This design comes from an exercise in tuning for small area, a short achievable clock period and few clock cycles on the open sky130 flow, not from production work. RTL that was checked went through simulation tests only; none was proved equivalent to the original. Power and IR drop assume default switching activity.

## run 1
## MultiCPU
module MultiCPU(
    input clk,
    input reset,
    input [31:0] Data_in,
    output mem_w,
    output [2:0] RAMCtrl,
    output [31:0] Data_out,
    output [31:0] Addr_out
    );
For scale: roughly 5400 cells after synthesis, roughly 100 I/O pins.
Settings: LEC_CHECK=0, CAP_MARGIN=30, CORE_MARGIN=2, CORE_UTILIZATION=40, SLEW_MARGIN=30, SYNTH_HIERARCHICAL=1, SYNTH_MINIMUM_KEEP_SIZE=0; clock period 13.0 ns.
standard.sh (not shown) runs the stock make flow with config.mk's settings and CLKGATE_MAP_FILE= SYNTH_SCRIPT=/design/flow/synth_recipe.tcl, a recipe that flattens the netlist after the stock synthesis.
==> flow/flow/run.sh <==
#!/bin/bash
# Layout flow: the standard flow (standard.sh) with three changes to how the layout
# is made: timing repair aims at a larger setup slack than 0 (so it keeps shortening the
# critical paths), the port buffers are plain buffers instead of delay buffers, and clock
# tree synthesis adds no dummy loads. The clock, its period and the I/O constraints are
# the design's, unchanged.
set -euo pipefail
bash standard.sh synth > synth.log 2>&1
bash standard.sh SETUP_SLACK_MARGIN=8.8 "BUFFER_PORTS_ARGS=-buffer_cell sky130_fd_sc_hd__buf_4" \
  "CTS_ARGS=-sink_clustering_enable -repair_clock_nets -dont_use_dummy_load -buf_list sky130_fd_sc_hd__clkbuf_8 -root_buf sky130_fd_sc_hd__clkbuf_16" finish > layout.log 2>&1
Status run 1: flow complete, layout not clean - antenna rules
Changes in run 2 relative to run 1:
--- a/flow/design.v
+++ b/flow/design.v
@@ -221,19 +221,20 @@
         pt = ((w[31:26] == 6'b000100 || w[31:26] == 6'b000101 || w[31:26] == 6'b000001) &&
               w[15:7] == 9'h1ff)
            || w[31:27] == 5'b00001;
     endfunction
     wire [31:0] FA2 = FA + 32'd2;
     wire        fpt = pt(Data_in);
     wire [7:0]  flo;
     wire        fco;
     ADD8C1 flo_add(.a(FA[8:1]), .b(Data_in[7:0]), .s(flo), .co(fco));
-    wire [22:0] fhi_m = FA[31:9] - 23'd1;
+    wire [22:0] fhi_m;
+    DEC23 fdec(.a(FA[31:9]), .y(fhi_m));    
     wire [31:0] ftarget = (Data_in[31:27] == 5'b00001) ? {FA2[31:27], Data_in[25:0], 1'b0} :
                           {fco ? FA[31:9] : fhi_m, flo, 1'b0};
     wire full     = ~d_adv & IRV & SKV;
     wire room     = ~full & ~(d_adv & SKV & pt(SK)) & ~(~d_adv & IRV & ~SKV & d_pt);
     wire fetch_ok = ~isdata & ~e_redirect & ~d_jrr & room;
     wire [31:0] NPCD2 = NPCD + 32'd2;
     wire [31:0] FA_next = e_redirect ? e_target :
                           d_jrr ? rsv :
                           ~fetch_ok ? FA :
@@ -356,9 +357,12 @@
                 assign g3[i] = g2[i] | (p2[i] & g2[i-4]);
             end else begin : y
                 assign g3[i] = g2[i];
             end
         end
     endgenerate
     assign s = p ^ {g3[6:0], 1'b1};
     assign co = g3[7];
 endmodule
+module DEC23(input [22:0] a, output [22:0] y);
+    assign y = a - 23'd1;
+endmodule
==> notes.md <==
Run 2 was carried through to the last stage, and its layout satisfied the timing, DRC and antenna checks.
Between run 2 and run 1, it is run 2 whose number of resized instances in the post-cts repair step is higher, by 92.
Comparing run 1 against run 2, there is no change at all in sequential cell count.
Diff run 1 -> run 2: number of instances in the synthesized netlist roughly the same, area fraction in compound gates after synthesis roughly the same, adder-cell share of the synthesized area roughly the same.
| critical path arrival | run 2 vs run 1 | 400 ps lower |
Run 1 and run 2 ended up with roughly the same clock slew seen by the registers of the worst setup and hold paths.
No functional check of the RTL was part of any run of this note.


MultiCPU, a different RTL version from the one above (not shown whole).
Size in the first run: ~5,500 cells after synthesis, ~100 I/O pins, about 69,000 sq um of cells after synthesis.
export LEC_CHECK = 0
export CAP_MARGIN = 30
export CORE_MARGIN = 2
export CORE_UTILIZATION = 40
export SLEW_MARGIN = 30
export SYNTH_HIERARCHICAL = 1
export SYNTH_MINIMUM_KEEP_SIZE = 0
create_clock -name core_clock -period 13.0 [get_ports {clk}]
Scripts as last shown in full above: flow/flow/run.sh
Testbench counts at the start, summed over its fixed seeds: cycles 44,251.
Then changed:
--- a/flow/design.v
+++ b/flow/design.v
@@ -5,25 +5,25 @@
     input [31:0] ALT,
     input sub,           
     input [1:0] lop,     
     input sltu,          
     input sl,            
     input sra,           
     input [5:0] rsel,
     output [31:0] res,
     output [31:0] sum,
     output eq
     );
     wire [31:0] bx = sub ? ~B : B;
-    assign sum = A + bx + {31'h0, sub};
+    ADD32 add(.a(A), .b(bx), .ci(sub), .s(sum));
     wire lt = (A[31] ^ B[31]) ? (sltu ? B[31] : A[31]) : sum[31];
     reg [31:0] lres;
     always @(*)
         case (lop)
             2'b00: lres = A & B;
             2'b01: lres = A | B;
             2'b10: lres = A ^ B;
             default: lres = ~(A | B);
         endcase
     function [31:0] rev(input [31:0] x);
         integer k;
         for (k = 0; k < 32; k = k + 1) rev[k] = x[31 - k];
@@ -37,24 +37,47 @@
     wire [31:0] s4 = B[3] ? {{8{fill}}, s3[31:8]} : s3;
     wire [31:0] s5 = B[4] ? {{16{fill}}, s4[31:16]} : s4;
     wire [31:0] s6 = big ? {32{fill}} : s5;
     wire [31:0] shres = sl ? rev(s6) : s6;
     assign res = ({32{rsel[0]}} & sum)
                | ({32{rsel[1]}} & lres)
                | ({32{rsel[2]}} & {31'h0, lt})
                | ({32{rsel[3]}} & shres)
                | ({32{rsel[4]}} & B)
                | ({32{rsel[5]}} & ALT);
     assign eq = (A == B);
 endmodule
+module ADD32(input [31:0] a, input [31:0] b, input ci, output [31:0] s);
+    wire [31:0] g = a & b;
+    wire [31:0] p = a ^ b;
+    wire [31:0] gl [0:5];
+    wire [31:0] pl [0:5];
+    assign gl[0] = {g[31:1], g[0] | (p[0] & ci)};
+    assign pl[0] = p;
+    genvar k, i;
+    generate
+        for (k = 0; k < 5; k = k + 1) begin : lv
+            for (i = 0; i < 32; i = i + 1) begin : bt
+                if (i >= (1 << k)) begin : x
+                    assign gl[k+1][i] = gl[k][i] | (pl[k][i] & gl[k][i - (1 << k)]);
+                    assign pl[k+1][i] = pl[k][i] & pl[k][i - (1 << k)];
+                end else begin : y
+                    assign gl[k+1][i] = gl[k][i];
+                    assign pl[k+1][i] = pl[k][i];
+                end
+            end
+        end
+    endgenerate
+    assign s = p ^ {gl[5][30:0], ci};
+endmodule
 `timescale 1ns / 1ps
 module Regs(
     input clk,
     input rst,
     input we,
     input [4:0] wa,
     input [31:0] wd,
     input [4:0] ra,
     input [4:0] rb,
     output [31:0] qa,
     output [31:0] qb
     );
@@ -119,41 +142,40 @@
     output [31:0] Addr_out
     );
     reg [31:0] AR;       
     reg [31:0] FA;       
     reg        isdata;   
     reg        mw_r;
     reg [2:0]  rc_r;
     reg [31:0] IR, SK;
     reg [31:0] NPCD;     
     reg        IRV, SKV;
     reg        EV;
     reg [31:0] A, B, ALT;
-    reg [31:0] DO;       
     reg        bypA, bypB, bypT;
     reg [4:0]  rdE;
     reg        weE, memE, stE, phE;
     reg [2:0]  modeE;
     reg        subE, sltuE, slE, sraE;
     reg [1:0]  lopE;
     reg [5:0]  rselE;
     reg        brE, predE, jrE, off1E;
     reg [1:0]  brkE;     
     reg [31:0] R;
     reg [4:0]  rdW;
     reg        weW;
     assign Addr_out = AR;
     assign mem_w    = mw_r;
     assign RAMCtrl  = rc_r;
-    assign Data_out = DO;
+    assign Data_out = ALT;
     wire [31:0] ea = bypA ? R : A;
     wire [31:0] eb = bypB ? R : B;
     wire [31:0] res, sum;
     wire eq;
     ALU alu(.A(ea), .B(eb), .ALT(ALT), .sub(subE), .lop(lopE), .sltu(sltuE), .sl(slE),
             .sra(sraE), .rsel(rselE), .res(res), .sum(sum), .eq(eq));
     wire e_stall = EV & memE & ~phE;                  
     wire cond = brkE[1] ? ~ea[31] : (brkE[0] ? ~eq : eq);
     wire e_skip = EV & brE & ~predE & cond & off1E & IRV & ~pt(IR);
     wire e_redirect = EV & (jrE | (brE & (cond ^ predE) & ~e_skip));
     wire [31:0] e_target = jrE ? sum : ALT;
     wire e_wr = EV & weE & ~e_stall;                  
@@ -288,36 +310,37 @@
             IR <= Data_in;
             NPCD <= FA2;
         end else if (!SKV) begin
             SK <= Data_in;
         end
     end
     always @(posedge clk) begin
         A <= rsv;
         B <= b_d;
         bypA <= e_wr & (rdE == rs);
         bypB <= e_wr & (rdE == rt) & b_rt;
         R <= memE ? Data_in : res;
-        DO <= bypT ? R : ALT;
         rdW <= rdE;
         if (!e_stall) begin
             ALT <= alt_d;
             bypT <= e_wr & (rdE == rt);
             rdE <= wa_d;
             weE <= we_d & (wa_d != 5'd0);
             memE <= isMem;
             stE <= isSt;
             modeE <= mode_d;
             subE <= sub_d;
             sltuE <= sltu_d;
             slE <= ~fn[1];
             sraE <= fn[0];
             lopE <= lop_d;
             rselE <= rsel_d;
             brE <= isBr;
             brkE <= {isBgez, isBne};
             predE <= imm[15];
             jrE <= (r_jr | r_jalr) & ~d_jr;
             off1E <= (imm == 16'h0001);
+        end else if (bypT) begin
+            ALT <= R;            
         end
     end
 endmodule
Worst setup slack got worse by 0.072 ns.
Wire length increases by 1.7%.
Fmax drops by 1.6%.
Synthesized cell count shrinks by 1.5%.
Area after synthesis fell by 0.51%.
Clock-buffer cell count is unchanged.
Hold slack loses 0.016 ns.
Critical path depth rose by 4.
Power grows by 1.3%.
Sequential power falls by about 3%.
Core utilization increases by 0.54 points.
Function not checked in the second run of this note: the RTL went through the layout flow alone.

-- what the ideal ports hide --
The flow's constraints put no driver on any port. The routed layouts listed below were extracted and timed again, unchanged, in two steps. Step 1: set_driving_cell puts a clkbuf_16 on clk and a buf_2 on each other input, an assumption about the parent block. Step 2 also shifts input and output timing later by t, the mid clock arrival at the registers, as if the neighbouring blocks saw the same clock. Slacks: ideal ports / drivers / drivers and shift; pairs: ideal ports / drivers.
run | shift t [ns] | slack for setup (ns) | hold slack, ns | worst setup path at the end | pins driven straight from the clock port
run 1 | 0.854 | 8.012 / 8.046 / 7.192 | 0.450 / 0.450 / 0.450 | input to register | 1
run 2 | 0.892 | 8.369 / 8.383 / 7.491 | 0.487 / 0.487 / 0.487 | input to register | 1
the first run of note 2 | 0.885 | 8.541 / 8.541 / 7.717 | 0.447 / 0.447 / 0.447 | input to register | 1
the second run of note 2 | 0.881 | 8.469 / 8.481 / 7.600 | 0.431 / 0.431 / 0.431 | input to register | 1
The setup slack of run 2, which loses most, moves by +0.014 ns with the drivers and by -0.878 ns with both steps.
